What follows belongs to an exercise in optimizing a design on an open flow for small area; a production flow would make more cautious choices.
The RTL was checked by simulation tests, not by an equivalence proof against the original design.
No activity file was given, so power comes from the tool's default toggle rates.

Setup of try-violet:
==> flow/design.v (excerpt) <==
module MAC
    (
    input                                   clk     ,
    input                                   rst_n   ,
    output                                  MACMUX_Val,
    output reg [4    -1 : 0] MACMUX_Addr,
    output reg[ 32            -1 : 0] MACMUX_Psum,
    input                                   MUXMAC_Rdy,
    output                                  MACMUX_Empty,
    output                                  MACARB_ReqHelp,
    input                                   ARBMAC_Rst,
    input [ 2                       -1 : 0] PEBMAC_WeiCol,
    input [(
(8192*4*16*16/32) <= (1<<0) ? 0 : (8192*4*16*16/32) <= (1<<1) ? 1 :
(8192*4*16*16/32) <= (1<<2) ? 2 : (8192*4*16*16/32) <= (1<<3) ? 3 :
(8192*4*16*16/32) <= (1<<4) ? 4 : (8192*4*16*16/32) <= (1<<5) ? 5 :
(8192*4*16*16/32) <= (1<<6) ? 6 : (8192*4*16*16/32) <= (1<<7) ? 7 :
(8192*4*16*16/32) <= (1<<8) ? 8 : (8192*4*16*16/32) <= (1<<9) ? 9 :
(8192*4*16*16/32) <= (1<<10) ? 10 : (8192*4*16*16/32) <= (1<<11) ? 11 :
(8192*4*16*16/32) <= (1<<12) ? 12 : (8192*4*16*16/32) <= (1<<13) ? 13 :
(8192*4*16*16/32) <= (1<<14) ? 14 : (8192*4*16*16/32) <= (1<<15) ? 15 :
(8192*4*16*16/32) <= (1<<16) ? 16 : (8192*4*16*16/32) <= (1<<17) ? 17 :
(8192*4*16*16/32) <= (1<<18) ? 18 : (8192*4*16*16/32) <= (1<<19) ? 19 :
(8192*4*16*16/32) <= (1<<20) ? 20 : (8192*4*16*16/32) <= (1<<21) ? 21 :
(8192*4*16*16/32) <= (1<<22) ? 22 : (8192*4*16*16/32) <= (1<<23) ? 23 :
(8192*4*16*16/32) <= (1<<24) ? 24 : (8192*4*16*16/32) <= (1<<25) ? 25 :
(8192*4*16*16/32) <= (1<<26) ? 26 : (8192*4*16*16/32) <= (1<<27) ? 27 :
(8192*4*16*16/32) <= (1<<28) ? 28 : (8192*4*16*16/32) <= (1<<29) ? 29 :
(8192*4*16*16/32) <= (1<<30) ? 30 : (8192*4*16*16/32) <= (1<<31) ? 31 : 32)                        -1 : 0] AddrRowFlgAct,
    input [ (
(8192*4*16*16) <= (1<<0) ? 0 : (8192*4*16*16) <= (1<<1) ? 1 :
(8192*4*16*16) <= (1<<2) ? 2 : (8192*4*16*16) <= (1<<3) ? 3 :
(8192*4*16*16) <= (1<<4) ? 4 : (8192*4*16*16) <= (1<<5) ? 5 :
(8192*4*16*16) <= (1<<6) ? 6 : (8192*4*16*16) <= (1<<7) ? 7 :
(8192*4*16*16) <= (1<<8) ? 8 : (8192*4*16*16) <= (1<<9) ? 9 :
(8192*4*16*16) <= (1<<10) ? 10 : (8192*4*16*16) <= (1<<11) ? 11 :
(8192*4*16*16) <= (1<<12) ? 12 : (8192*4*16*16) <= (1<<13) ? 13 :
(8192*4*16*16) <= (1<<14) ? 14 : (8192*4*16*16) <= (1<<15) ? 15 :
(8192*4*16*16) <= (1<<16) ? 16 : (8192*4*16*16) <= (1<<17) ? 17 :
  ...
==> flow/config.mk <==
export PLATFORM = sky130hd
export DESIGN_NAME = MAC
export DESIGN_NICKNAME = MAC
export VERILOG_FILES = /design/flow/design.v
export SDC_FILE = /design/flow/constraint.sdc
export NUM_CORES = 4
export LEC_CHECK = 0
export ABC_AREA = 1
export CAP_MARGIN = 20
export CORE_MARGIN = 2
export CORE_UTILIZATION = 40
export CTS_BUF_LIST = sky130_fd_sc_hd__clkbuf_8
export GPL_TIMING_DRIVEN = 0
export PLACE_DENSITY = 0.6
export SLEW_MARGIN = 20
export SYNTH_HIERARCHICAL = 1
export SYNTH_MINIMUM_KEEP_SIZE = 0
==> flow/constraint.sdc <==
create_clock -name core_clock -period 9.0 [get_ports {clk}]
set_input_delay 1.8000 -clock core_clock [delete_from_list [all_inputs] [get_ports {clk}]]
set_output_delay 1.8000 -clock core_clock [all_outputs]
set_load 0.01 [all_outputs]
standard.sh (not shown) runs the stock make flow with config.mk's settings and CLKGATE_MAP_FILE= SYNTH_SCRIPT=/design/flow/synth_recipe.tcl, a recipe that flattens the netlist after the stock synthesis.
==> flow/flow/run.sh <==
#!/bin/bash
# Layout flow: the standard flow (standard.sh), with two changes.
# 1. After the standard synthesis, the combinational logic of the netlist is
#    mapped again by ABC for area (amap). Registers, full and half adders and
#    tie cells are kept as they are (same instances, names and cell types).
#    The new netlist is proven equivalent to the standard one with Yosys
#    (equiv_make / equiv_simple / equiv_induct); if that proof fails the
#    standard netlist is kept.
# 2. Port buffers are buf_1 cells.
# Each tool writes its full output to a log_*.log file in this folder.
set -euo pipefail
export BUFFER_PORTS_ARGS="-buffer_cell sky130_fd_sc_hd__buf_1"
YOSYS=$FLOW_HOME/../tools/install/yosys/bin/yosys
R=orfs/results/$FLOW_PLATFORM/MAC/base
LIB=$FLOW_HOME/platforms/$FLOW_PLATFORM/lib/sky130_fd_sc_hd__tt_025C_1v80.lib

bash standard.sh synth > log_1_standard_synth.log 2>&1
cp $R/1_2_yosys.v flow_standard.v

KEEP=$(grep -o 'sky130_fd_sc_hd__\(fa\|ha\|df\|edf\|sdf\|dl\|conb\)[a-z0-9_]*' flow_standard.v | sort -u | tr '\n' ' ')
DONT=$(grep -o 'cell *( *"\?sky130_fd_sc_hd__\(lpflow\|probe\)[a-z0-9_]*' $LIB | sed 's/.*(\s*"\?//' | sort -u | sed 's/^/-dont_use /' | tr '\n' ' ')
printf 'strash\ndch -f\namap\n' > remap.abc
cat > remap.ys <<EOF
read_liberty -ignore_miss_func $LIB
read_verilog flow_standard.v
hierarchy -top $FLOW_TOP
setattr -mod -set keep_hierarchy 1 $KEEP
flatten
opt_clean
abc -liberty $LIB -script remap.abc $DONT
opt_clean -purge
hilomap -singleton -hicell sky130_fd_sc_hd__conb_1 HI -locell sky130_fd_sc_hd__conb_1 LO
insbuf -buf sky130_fd_sc_hd__buf_1 A X
splitnets
opt_clean -purge
stat -liberty $LIB
write_verilog -noattr -noexpr -nohex -nodec -selected flow_remap_all.v
EOF
$YOSYS -l log_2_remap.log -q -s remap.ys > /dev/null 2>&1
awk -v top="$FLOW_TOP" '$1=="module" && $2 ~ "^"top"[ (]*" {on=1} on {print} on && /^endmodule/ {on=0}' flow_remap_all.v > flow_remap.v

cat > equiv.ys <<EOF
read_liberty -ignore_miss_func $LIB
read_verilog flow_standard.v
rename $FLOW_TOP gold
read_verilog flow_remap.v
rename $FLOW_TOP gate
flatten gold gate
async2sync
opt_clean
equiv_make gold gate equiv
equiv_simple -undef
equiv_induct -undef
equiv_status -assert
EOF
if $YOSYS -l log_3_equiv.log -q -s equiv.ys > /dev/null 2>&1; then
  echo "remapped netlist proven equivalent; using it"
  cp flow_remap.v $R/1_2_yosys.v
else
  echo "equivalence proof failed; keeping the standard netlist"
fi
touch $R/1_2_yosys.v
bash standard.sh synth > log_4_synth_odb.log 2>&1
bash standard.sh finish > log_5_finish.log 2>&1
try-violet | status: complete | timing, DRC, antenna: pass
## Diff of input files: try-maple against try-violet
- GPL_TIMING_DRIVEN: 0 -> unset
-- flow/flow/run.sh --
<<< try-violet, line 22
printf 'strash\ndch -f\namap\n' > remap.abc
>>> try-maple, line 22
printf 'strash\namap\n' > remap.abc
Notes after the runs:
Cmp try-violet and try-maple / placeable core region / lower: try-violet
Delta (try-maple minus try-violet): final area shows a reduction of 1.9%, sequential share of layout area higher, count of clock-buffer cells in the layout increased by 2 relative to the old numbers.
Lower routed wire length goes to try-violet over try-maple.
The maximum number of pins on one net before global-route repair number comes out lower for try-violet vs try-maple.
In try-maple, final critical delay including setup and external delays is lower than in try-violet.
Data arrival time of the critical path in try-maple vs try-violet: down 0.11 ns
What try-pepper does differently from try-maple at the input level:
-- flow/flow/run.sh --
<<< try-maple, line 22
printf 'strash\namap\n' > remap.abc
>>> try-pepper, line 22
printf 'strash\ndch -f\namap\n' > remap.abc
--- outcome ---
try-pepper vs try-maple: highest ir drop seen on vdd up by more than half
Summary of try-pepper over try-maple: die area now sits lower, combinational group share of total power up 8.3 points, layout multi-input combinational cell count now smaller, cell count -about 2%, clock buffer instance count of the final layout lower.
try-maple → try-pepper: routed wirelength normalized by instance count saw a decrease; maximum frequency saw a decrease; fraction of cell area in non-clock buffers saw an increase.
Diff try-maple -> try-pepper: utilization of the core after routing went up, global-route usage went down.

-- port drivers added, routing unchanged --
The results above use ideal ports. As a check the final layouts listed here were re-extracted and re-timed, cells and wires unchanged.
Step 1 (the two cells are an assumption about what drives the block):
set clk [get_ports {clk}]
set_driving_cell -lib_cell sky130_fd_sc_hd__clkbuf_16 $clk
set_driving_cell -lib_cell sky130_fd_sc_hd__buf_2 [delete_from_list [all_inputs] $clk]
Step 2 moves the port delays by t, midway between the first and last clock arrival at a register: inputs arrive t later, outputs are due t later. That takes back most of the time a late clock gives input paths.
Three values: ideal ports, drivers, drivers and shift; two values: the first two.
run | t (ns) | setup WS [ns] | hold WS [ns] | clock arrival spread, ns | cell pins on the clock port's net
try-violet | 0.520 | 0.374 / 0.398 / -0.122 | 0.467 / 0.467 / 0.467 | 0.015 / 0.016 | 1
try-maple | 0.540 | 0.504 / 0.524 / -0.016 | 0.485 / 0.485 / 0.485 | 0.027 / 0.027 | 1
try-pepper | 0.512 | 0.359 / 0.379 / -0.132 | 0.454 / 0.454 / 0.454 | 0.020 / 0.019 | 1
Met with ideal ports but missed after step 2: setup timing in every run listed. For try-maple, which loses most, drivers alone change the setup slack by +0.020 ns; drivers and shift together by -0.520 ns.
